Source: an optimization exercise on an open RTL-to-GDS flow (aim: small area and a short achievable clock period). Production flows keep margins and buffers that such runs may drop.
The RTL was checked by simulation tests, not by an equivalence proof against the original design.
Power is estimated from default activity; no workload was simulated.

===== config.mk =====
export PLATFORM = sky130hd
export DESIGN_NAME = timer_top
export DESIGN_NICKNAME = timer_top
export VERILOG_FILES = /design/flow/design.v
export SDC_FILE = /design/flow/constraint.sdc
export NUM_CORES = 4
export LEC_CHECK = 0
export CAP_MARGIN = 20
export CORE_MARGIN = 2
export CORE_UTILIZATION = 40
export SLEW_MARGIN = 20

===== constraint.sdc =====
create_clock -name core_clock -period 5.0 [get_ports {sys_clk}]
set_input_delay 1.0000 -clock core_clock [delete_from_list [all_inputs] [get_ports {sys_clk}]]
set_output_delay 1.0000 -clock core_clock [all_outputs]
set_load 0.01 [all_outputs]

===== design.v =====
module apb_slave (
    input          clk,
    input          rst_n,
    input          psel,
    input          pwrite,
    input          penable,
    output         wr_en,
    output         rd_en,
    output         pready
);
assign wr_en = psel & pwrite & penable;
assign rd_en = psel & !pwrite & penable;
reg pready_r;
always @(posedge clk or negedge rst_n) begin
    if(!rst_n) begin
        pready_r <= 0;
    end
    else begin
        pready_r <= penable;
    end
end
assign pready = penable & pready_r;  
endmodule
module register(
input        clk,
input        rst_n,
input        wr_en,
input        rd_en,
input [11:0] addr,
input [31:0] wdata,
input [3:0]  pstrb,
input [63:0] count,
input        dbg_mode,
output [31:0] rdata,
output       div_en,
output [3:0] div_val,
output       halt_req,
output       timer_en,
output       interrupt,
output       er_div,
output       tdr0_wr,
output       tdr1_wr,
output [31:0] mem_tdr0,
output [31:0] mem_tdr1,
output       rst_cnt
);
parameter TCR  = 12'h00;
parameter TDR0 = 12'h04;
parameter TDR1 = 12'h08;
parameter TCMP0 = 12'h0C;
parameter TCMP1 = 12'h10;
parameter TIER  = 12'h14;
parameter TISR  = 12'h18;
parameter THCSR = 12'h1C;
reg [7:0] sel_reg;
always @(*) begin
    case(addr)
        TCR   : sel_reg = 8'b0000_0001;
        TDR0  : sel_reg = 8'b0000_0010;
        TDR1  : sel_reg = 8'b0000_0100;
        TCMP0 : sel_reg = 8'b0000_1000;
        TCMP1 : sel_reg = 8'b0001_0000;
        TIER  : sel_reg = 8'b0010_0000;
        TISR  : sel_reg = 8'b0100_0000;
        THCSR : sel_reg = 8'b1000_0000;
        default : sel_reg = 8'b0000_0000;
    endcase
end
wire er_v1;
wire er_v2;
wire er_v3;
reg [31:0] tcr;
assign er_v1 = timer_en & wr_en & sel_reg[0] & (wdata[1] != tcr[1]) & pstrb[0];
assign er_v2 = timer_en & wr_en & sel_reg[0] & (wdata[11:8] != tcr[11:8]) & pstrb[1];
assign er_v3 = !timer_en & wr_en & sel_reg[0] & (wdata[11:8] > 8) & pstrb[1];
assign er_div = er_v1 | er_v2 | er_v3;
wire tcr0_wr;
assign tcr0_wr = wr_en & sel_reg[0] & !er_div;
wire tcr0_wr_pstrb;
assign tcr0_wr_pstrb = tcr0_wr & pstrb[0];
wire [1:0] mem_tcr0;
assign mem_tcr0 = tcr0_wr_pstrb ? wdata[1:0] : tcr[1:0];
assign timer_en = tcr[0];
assign div_en = tcr[1];
wire tcr1_wr;
assign tcr1_wr = wr_en & sel_reg[0] & !er_div;
wire tcr1_wr_pstrb;
assign tcr1_wr_pstrb = tcr1_wr & pstrb[1];
wire [3:0] mem_tcr1;
assign mem_tcr1 = tcr1_wr_pstrb ? wdata[11:8] : tcr[11:8];
assign div_val = tcr[11:8];
parameter DEFAULT_TCR = 32'h0000_0100;
always @(posedge clk or negedge rst_n) begin
    if(!rst_n) begin
        tcr <= DEFAULT_TCR;
    end
    else begin
        tcr <= {20'h0, mem_tcr1, 6'h0, mem_tcr0};
    end
end
wire tdr0_pstrb0;
wire tdr0_pstrb1;
wire tdr0_pstrb2;
wire tdr0_pstrb3;
assign tdr0_pstrb0 = wr_en & sel_reg[1] & pstrb[0];
assign tdr0_pstrb1 = wr_en & sel_reg[1] & pstrb[1];
assign tdr0_pstrb2 = wr_en & sel_reg[1] & pstrb[2];
assign tdr0_pstrb3 = wr_en & sel_reg[1] & pstrb[3];
assign mem_tdr0[7:0] = tdr0_pstrb0 ? wdata[7:0] : count[7:0];
assign mem_tdr0[15:8] = tdr0_pstrb1 ? wdata[15:8] : count[15:8];
assign mem_tdr0[23:16] = tdr0_pstrb2 ? wdata[23:16] : count[23:16];
assign mem_tdr0[31:24] = tdr0_pstrb3 ? wdata[31:24] : count[31:24];
wire tdr_default;
assign tdr_default = tcr0_wr & pstrb[0] & timer_en & !wdata[0];
assign rst_cnt = tdr_default;
wire tdr1_pstrb0;
wire tdr1_pstrb1;
wire tdr1_pstrb2;
wire tdr1_pstrb3;
assign tdr1_pstrb0 = wr_en & sel_reg[2] & pstrb[0];
assign tdr1_pstrb1 = wr_en & sel_reg[2] & pstrb[1];
assign tdr1_pstrb2 = wr_en & sel_reg[2] & pstrb[2];
assign tdr1_pstrb3 = wr_en & sel_reg[2] & pstrb[3];
assign mem_tdr1[7:0] = tdr1_pstrb0 ? wdata[7:0] : count[39:32];
assign mem_tdr1[15:8] = tdr1_pstrb1 ? wdata[15:8] : count[47:40];
assign mem_tdr1[23:16] = tdr1_pstrb2 ? wdata[23:16] : count[55:48];
assign mem_tdr1[31:24] = tdr1_pstrb3 ? wdata[31:24] : count[63:56];
assign tdr0_wr = wr_en & sel_reg[1];
assign tdr1_wr = wr_en & sel_reg[2];
parameter DEFAULT_TCMP0 = 32'hffff_ffff;
reg [31:0] tcmp0_r;
wire tcmp0_pstrb0;
wire tcmp0_pstrb1;
wire tcmp0_pstrb2;
wire tcmp0_pstrb3;
assign tcmp0_pstrb0 = wr_en & sel_reg[3] & pstrb[0];
assign tcmp0_pstrb1 = wr_en & sel_reg[3] & pstrb[1];
assign tcmp0_pstrb2 = wr_en & sel_reg[3] & pstrb[2];
assign tcmp0_pstrb3 = wr_en & sel_reg[3] & pstrb[3];
wire [31:0] mem_tcmp0;
assign mem_tcmp0[7:0] = tcmp0_pstrb0 ? wdata[7:0] : tcmp0_r[7:0];
assign mem_tcmp0[15:8] = tcmp0_pstrb1 ? wdata[15:8] : tcmp0_r[15:8];
assign mem_tcmp0[23:16] = tcmp0_pstrb2 ? wdata[23:16] : tcmp0_r[23:16];
assign mem_tcmp0[31:24] = tcmp0_pstrb3 ? wdata[31:24] : tcmp0_r[31:24];
always @(posedge clk or negedge rst_n) begin
if (!rst_n) begin
tcmp0_r <= DEFAULT_TCMP0;
end
else begin
tcmp0_r <= mem_tcmp0;
end
end
parameter DEFAULT_TCMP1 = 32'hffff_ffff;
reg [31:0] tcmp1_r;
wire tcmp1_pstrb0;
wire tcmp1_pstrb1;
wire tcmp1_pstrb2;
wire tcmp1_pstrb3;
assign tcmp1_pstrb0 = wr_en & sel_reg[4] & pstrb[0];
assign tcmp1_pstrb1 = wr_en & sel_reg[4] & pstrb[1];
assign tcmp1_pstrb2 = wr_en & sel_reg[4] & pstrb[2];
assign tcmp1_pstrb3 = wr_en & sel_reg[4] & pstrb[3];
wire [31:0] mem_tcmp1;
assign mem_tcmp1[7:0] = tcmp1_pstrb0 ? wdata[7:0] : tcmp1_r[7:0];
assign mem_tcmp1[15:8] = tcmp1_pstrb1 ? wdata[15:8] : tcmp1_r[15:8];
assign mem_tcmp1[23:16] = tcmp1_pstrb2 ? wdata[23:16] : tcmp1_r[23:16];
assign mem_tcmp1[31:24] = tcmp1_pstrb3 ? wdata[31:24] : tcmp1_r[31:24];
always @(posedge clk or negedge rst_n) begin
if (!rst_n) begin
tcmp1_r <= DEFAULT_TCMP1;
end
else begin
tcmp1_r <= mem_tcmp1;
end
end
wire interrupt1;
assign interrupt1 = (tcmp0_r == count[31:0]) && (tcmp1_r == count[63:32]);
reg [31:0] tisr;
wire tisr_wr;
assign tisr_wr = wr_en & sel_reg[6];
wire clr_tisr;
wire int_st;
assign clr_tisr = tisr_wr & pstrb[0] & wdata[0] & int_st;
wire tisr_en;
assign tisr_en = interrupt1;
wire mem_tisr;
assign mem_tisr = clr_tisr ? 1'b0:
                  tisr_en ? 1'b1:
                            tisr[0];
always @(posedge clk or negedge rst_n) begin
if (!rst_n) begin
tisr <= 32'h0;
end
else begin
tisr <= {31'h0,mem_tisr};
end
end
assign int_st = tisr[0];
wire int_en;
reg [31:0] tier;
wire tier_wr;
assign tier_wr = wr_en & sel_reg[5];
wire tier_strb;
assign tier_strb = tier_wr & pstrb[0];
wire tier_en;
assign tier_en = tier_strb ? wdata[0] : tier[0];
always @(posedge clk or negedge rst_n) begin
if (!rst_n) begin
tier <= 32'h0;
end
else begin
tier <= {31'h0,tier_en};
end
end
assign int_en = tier[0];
assign interrupt = int_en ? int_st : 1'b0;
reg [31:0] thcsr;
assign halt_req = thcsr[0];
wire thcsr_wr;
assign thcsr_wr = wr_en & sel_reg[7];
wire thcsr_strb;
assign thcsr_strb = thcsr_wr & pstrb[0];
wire thcsr_en;
assign thcsr_en = thcsr_strb ? wdata[0] : thcsr[0];
wire halt_ack;
assign halt_ack = halt_req & dbg_mode;
always @(posedge clk or negedge rst_n) begin
if (!rst_n) begin
thcsr <= 32'h0;
end
else begin
thcsr <= {30'h0,halt_ack,thcsr_en};
end
end
reg [31:0] rdata_r;
always @(*)begin
if(!rst_n) begin
rdata_r = 0;
end
else if(rd_en) begin
case(addr)
TCR : rdata_r = tcr ;
TDR0 : rdata_r = count[31:0] ;
TDR1 : rdata_r = count[63:32] ;
TCMP0 : rdata_r = tcmp0_r ;
TCMP1 : rdata_r = tcmp1_r ;
TIER : rdata_r = tier ;
TISR : rdata_r = tisr ;
THCSR : rdata_r = thcsr ;
default : rdata_r = 32'h0 ;
endcase
end
else begin
rdata_r = 32'h0;
end
end
assign rdata = rdata_r;
endmodule
module cnt_ctrl (
    input          clk,
    input          rst_n,
    input          timer_en,
    input          div_en,
    input  [3:0]   div_val,
    input          halt_req,
    input          debug_mode,
    output         cnt_en
);
reg [7:0] limit;
always @(*) begin
    case(div_val)
        4'b0000 : limit = 8'd0;     
        4'b0001 : limit = 8'd1;     
        4'b0010 : limit = 8'd3;     
        4'b0011 : limit = 8'd7;     
        4'b0100 : limit = 8'd15;    
        4'b0101 : limit = 8'd31;    
        4'b0110 : limit = 8'd63;    
        4'b0111 : limit = 8'd127;   
        4'b1000 : limit = 8'd255;
        default : limit = 8'd0;
    endcase
end
wire gan_tmp;
wire cnt_rst;
wire [7:0] int_cnt_tmp;
wire halt_ack;
assign halt_ack = halt_req & debug_mode;
reg [7:0] int_cnt_r;
assign gan_tmp = (limit == int_cnt_r) & (timer_en | div_en) & !halt_ack;
assign cnt_rst = !div_en | !timer_en | halt_ack ? 8'b0 : gan_tmp;
assign int_cnt_tmp = (!div_en | !timer_en) ? 8'b0      :
                     halt_ack              ? int_cnt_r :
                     cnt_rst               ? 8'b0      :
                                             int_cnt_r + 8'd1;
always @(posedge clk or negedge rst_n) begin
    if(!rst_n) begin
        int_cnt_r <= 8'b0;
    end
    else begin
        int_cnt_r <= int_cnt_tmp;
    end
end
wire df_mode;
assign df_mode = !div_en & timer_en & !halt_ack;
wire ctrl0_mode;
assign ctrl0_mode = (div_val == 0) & div_en & timer_en & !halt_ack;
wire other_ctrl;
assign other_ctrl = (div_val != 0) & div_en & timer_en & gan_tmp & !halt_ack;
assign cnt_en = df_mode | ctrl0_mode | other_ctrl;
endmodule
module counter(
    input          clk,
    input          rst_n,
    input          cnt_en,
    input          rst_cnt,
    input  [31:0]  mem_tdr0,
    input  [31:0]  mem_tdr1,
    input          tdr0_wr_sel,
    input          tdr1_wr_sel,
    output [63:0]  cnt
);
parameter DEFAULT_CNT = 32'h0;
wire [63:0] cnt_plus_1;
reg  [63:0] cnt0_r;
wire [31:0] cnt0;
wire [31:0] cnt1;
assign cnt0 = rst_cnt     ? DEFAULT_CNT    :
              tdr0_wr_sel ? mem_tdr0       :
              cnt_en      ? cnt_plus_1[31:0] :
                            cnt0_r[31:0];
always @(posedge clk or negedge rst_n) begin
    if(!rst_n) begin
        cnt0_r[31:0] <= DEFAULT_CNT;
    end
    else begin
        cnt0_r[31:0] <= cnt0;
    end
end
assign cnt1 = rst_cnt     ? DEFAULT_CNT    :
              tdr1_wr_sel ? mem_tdr1       :
              cnt_en      ? cnt_plus_1[63:32] :
                            cnt0_r[63:32];
always @(posedge clk or negedge rst_n) begin
    if(!rst_n) begin
        cnt0_r[63:32] <= DEFAULT_CNT;
    end
    else begin
        cnt0_r[63:32] <= cnt1;
    end
end
assign cnt_plus_1 = cnt0_r + 1;
assign cnt = cnt0_r;
endmodule
module timer_top(
input        sys_clk    ,
input        sys_rst_n  ,
input        tim_psel   ,
input        tim_pwrite ,
input        tim_penable,
input [11:0] tim_paddr  ,
input [31:0] tim_pwdata ,
input [3:0]  tim_pstrb  ,
input        dbg_mode   ,
output       tim_int    ,
output [31:0] tim_prdata,
output       tim_pready ,
output       tim_pslverr
);
wire [63:0] cnt_tmp     ;
wire        tdr0_tmp    ;
wire        tdr1_tmp    ;
wire        timer_en_tmp;
wire        wr_en_tmp   ;
wire        rd_en_tmp   ;
wire        div_en_tmp  ;
wire [3:0]  div_val_tmp ;
wire        halt_req_tmp;
wire        cnt_en_tmp  ;
wire        pslverr     ;
wire [31:0] mem_tdr0    ;
wire [31:0] mem_tdr1    ;
wire        rst_cnt     ;
apb_slave dul (
    .clk     (sys_clk)    ,
    .rst_n   (sys_rst_n)  ,
    .psel    (tim_psel)   ,
    .pwrite  (tim_pwrite) ,
    .penable (tim_penable),
    .pready  (tim_pready ),
    .wr_en   (wr_en_tmp)  ,
    .rd_en   (rd_en_tmp)
);
register du2 (
    .clk        (sys_clk)      ,
    .rst_n      (sys_rst_n)    ,
    .wr_en      (wr_en_tmp)    ,
    .rd_en      (rd_en_tmp)    ,
    .addr       (tim_paddr)    ,
    .wdata      (tim_pwdata)   ,
    .pstrb      (tim_pstrb)    ,
    .rdata      (tim_prdata)   ,
    .div_en     (div_en_tmp)   ,
    .div_val    (div_val_tmp)  ,
    .halt_req   (halt_req_tmp) ,
    .timer_en   (timer_en_tmp) ,
    .interrupt  (tim_int)      ,
    .dbg_mode   (dbg_mode)     ,
    .tdr0_wr    (tdr0_tmp)     ,
    .tdr1_wr    (tdr1_tmp)     ,
    .count      (cnt_tmp)      ,
    .mem_tdr0   (mem_tdr0)     ,
    .mem_tdr1   (mem_tdr1)     ,
    .rst_cnt    (rst_cnt)      ,
    .er_div     (pslverr)
);
cnt_ctrl du3 (
    .clk        (sys_clk)    ,
    .rst_n      (sys_rst_n)  ,
    .timer_en  (timer_en_tmp),
    .div_en    (div_en_tmp)  ,
    .div_val   (div_val_tmp) ,
    .halt_req  (halt_req_tmp),
    .debug_mode(dbg_mode)    ,
    .cnt_en    (cnt_en_tmp)
);
counter du4 (
    .clk         (sys_clk)   ,
    .rst_n       (sys_rst_n) ,
    .cnt_en      (cnt_en_tmp),
    .rst_cnt     (rst_cnt)   ,
    .mem_tdr0    (mem_tdr0)  ,
    .mem_tdr1    (mem_tdr1)  ,
    .tdr0_wr_sel (tdr0_tmp)  ,
    .tdr1_wr_sel (tdr1_tmp)  ,
    .cnt         (cnt_tmp)
);
assign tim_pslverr = (!sys_rst_n) ? 1'b0 : pslverr ;
endmodule

===== run.sh =====
#!/bin/bash
# synth_recipe.tcl (not shown) runs the flow's synth.tcl, then flattens the netlist and writes it again
# the make line also repeats each setting of config.mk as NAME=value (left out here)
make -C /OpenROAD-flow-scripts/flow DESIGN_CONFIG=/design/flow/config.mk WORK_HOME=/design/flow/orfs CLKGATE_MAP_FILE= SYNTH_SCRIPT=/design/flow/synth_recipe.tcl finish

==> impl_metrics.toml <==
[detailed_routing]
vias = 9375
route.detailed.drc = 0
wl_per_cell_um = 24.06
avgViaCountPerCell = 6.386
drt-initial-drc-count = 1191
wirelength_um = 35320
ant_nets = 0
dr.pass1.iters = 6

[power]
vdd_drop_max_v = 0.0002105
p_leak_nw = 4.130
power.density_mw_per_mm2 = 232.6

[hold_path]
min_path_type = "input port to asynchronous set/reset pin"

[global_routing]
grt_overflow = 0
grt_pass1_vias = 8615
grt.total_usage = 0.2717
grt_pass1_wl_um = 53780
grt_max_degree = 63
antenna_found_initial = 1

[worst_setup_path]
cp.arrival_ps = 3590
crit_required_ps = 4000
path_class = "input port to output pin"
cp-start-kind = "input port"
cp_max_fo = 38
end_kind = "output pin"

[cts]
post_cts_resized = 0
post_cts_buffers = 0
cts-hold-fix-buffers = 0
numCtsBuffers = 17
htree_levels = 4
cts_tree = "yes"
clk_pin_slew_ps = 60
clock_latency_ps = 440
clock_path_buffers = 2
root_buffer = "clkbuf_16"
cts.sinks = 147

[floorplan]
die_h_um = 161.5
ios = 89
core_area_mm2 = 0.02432
fp.dieW_um = 161.5
die_area_mm2 = 0.02608
rows = 57
start_util = 0.4079

[placed_design]
gp_congestion = 0.9546
dp_slack_ps = 410.1
dpl.hpwl_um = 24870
port_buffers = 88

[sta]
setup_ws_ps = 411.8
fin_skew_ps = 10.61
drv_slew = 0
max_slew_margin = 0.3602
setup_viol = 0
post-route-period-util = 0.9176
fmax_ghz = 0.2180
finalHoldViolCount = 0
post-route-min-period_ps = 4588
rsz0062_at_grt = "false"
worstMarginPinSlew_ps = 951.8
fin_setup_tns_ps = 0

[yosys]
synth-edff-count = 0
ys_types = 78
post-synth-top-area-cell = "dfrtp_1"
synth.top_cell.area_share = 0.2068
ys_top_cells_by_area = "dfrtp_1 (21%), dfstp_2 (17%), mux2_2 (8.3%), xnor2_1 (6.3%), a22oi_1 (5.0%)"
ys_ff_latch = 147
ys_seq_area_frac = 0.3790
syn-cell-area_mm2 = 0.009921
synth-main-ff-cell = "dfrtp_1"
synth_nets = 1144
synth_async_sr_flop_share = 1.000
synth_warnings = 4
avgSynthCellArea_um2 = 9.118
synthCells = 1088

[layout]
nFillCells = 2304
drive_gt1_frac = 0.1942
area_growth_pct = 17.52
nets = 1186

[run_status]
status = "no timing/DRC/antenna violations"

[job]
max_cap_violations = 0
-- worst paths after layout --
check / depth (start not counted) / slack, ps / from / endpoint
max in group asynchronous: 3 / 2730 / sys_rst_n / du4.cnt0_r[14]
min in group core_clock: 1 / 540 / du2.tisr[0] / du2.tisr[0]
setup / recovery: 8 / 410 / tim_paddr[8] / tim_prdata[17]
setup reg to reg: 8 / 1510 / du2.tcr[11] / du4.cnt0_r[11]
hold / removal: 1 / 460 / sys_rst_n / du2.tcr[10]
hold reg to reg: 1 / 540 / du2.tisr[0] / du2.tisr[0]
-- registers in the layout, indices dropped and copies added, names as in the netlist --
name / cells
dul.pready_r: 1
du3.int_cnt_r: 8
du2.thcsr: 2
du2.tcmp0_r: 32
du2.tcmp1_r: 32
du2.tisr: 1
du2.tcr: 6
du4.cnt0_r: 64
du2.tier: 1
-- per-stage QoR --
step           instances  hold WS [ps]  power (W)  cell area [um2]  utilization
2_1_floorplan       1088         470.8   0.001236             9921            -
3_3_place_gp        1435         517.7   0.001338            11040       0.4539
3_5_place_dp        1435         530.8   0.001339            11040       0.4539
4_1_cts             1467         471.0   0.002728            11660       0.4793
5_1_grt             1467         485.3   0.002782            11660       0.4793
6_report            1468         456.4   0.002712            11660       0.4794
-- power by group --
part	leakage (nW)	internal, W	total [W]	switching (W)
clock network	0.283	0.000837	0.00139	0.000556
registers	1.81	0.00119	0.00120	0.00000229
logic	2.04	0.0000493	0.000122	0.0000732
total	4.13	0.00208	0.00271	0.000631
-- logic make-up (layout without fill, tap and decap cells) --
group,Yosys count,count (layout),synth area share
adder cells (fa/ha/maj),2,2,0.002522
XOR/XNOR,74,74,0.06533
buffers and inverters,98,153,0.04465
flip-flops,147,147,0.3790
AO/OA/AOI/OAI,312,312,0.2102
other,0,1,0
multiplexers,75,75,0.08488
AND/OR/NAND/NOR,380,380,0.2134
-- synthesized netlist by cell type (4+ instances only) --
master	count
o21ai_0	60
a222oi_1	4
a21oi_1	66
nor2_1	50
a211oi_1	14
dfstp_2	65
o221ai_1	5
mux2_2	73
o21a_1	5
and4_1	8
nor4_1	12
nor2b_1	4
a22oi_1	66
nand2_1	87
buf_6	5
or4_1	12
dfrtp_1	82
xnor2_1	71
a31oi_1	23
o211ai_1	15
a21o_1	5
nor3_1	28
nand4_1	40
a311oi_1	7
o31ai_1	5
clkbuf_1	49
and2_1	12
buf_2	28
nand3_1	39
o311ai_0	5
nor4b_1	4
and3_1	31
o21ai_1	4
inv_1	11
or3_1	13
nand2b_1	9
-- per-layer routing --
metal,vias up,part of all wire,track usage,routed length [um]
li1,4203,-,-,-
met1,4637,0.44,0.3965,15660
met2,485,0.44,0.4048,15670
met3,50,0.093,0.05958,3275
met4,0,0.020,0.07589,714
met5,-,0,0,0
-- worst max-delay path: stages --
cell	delay [ps]
clkdlybuf4s50_1	400
nor4_1	440
nand2_1	240
nor3_2	290
buf_12	280
a22oi_1	120
a21oi_1	220
clkdlybuf4s50_1	580
-- cell usage in the layout, fill, tap and decap left out, drive strengths merged, types with 53 or more instances in the layout --
master	Yosys	layout
mux2	73	73
a22oi	67	67
nor2	53	53
o21ai	66	66
xnor2	71	71
a21oi	67	67
clkdlybuf4s50	0	87
dfrtp	82	82
nand2	89	89
dfstp	65	65
-- cell type report --
type                            count  area, um2  share of cell area
Clock inverter                     12      180.2             0.01545
Timing Repair Buffer              110       1097             0.09412
Multi-Input combinational cell    843       5736              0.4920
Clock buffer                       20      436.7             0.03745
Inverter                           11      41.29            0.003542
Antenna cell                        1      2.502           0.0002146
Sequential cell                   147       3760              0.3225
Tap cell                          324      405.4             0.03477

## afterwards: timing with drivers on the ports
The flow's constraints put no driver on any port. The routed layout listed below was extracted and timed again, unchanged, in two steps. Step 1, drivers: a clkbuf_16 drives sys_clk and a buf_2 each remaining input, both assumed. Step 2 times the ports against the registers' clock, not the clock port: input delays grow and output delays shrink by t, the midpoint of the rising clock arrivals with the driver on. a / b / c = ideal ports / drivers / drivers and shift; a / b = the first two.
shift t [ns]: 0.482
setup slack, ns: 0.412 / 0.388 / 0.388
slew at the worst register clock pin (ns): 0.07 / 0.07
worst data-port slew with drivers (ns): 0.04
cell pins on the clock port's net: 1
After both steps setup and hold are still met in this run. The setup slack of this run moves by -0.024 ns with the drivers and by -0.024 ns with both steps.
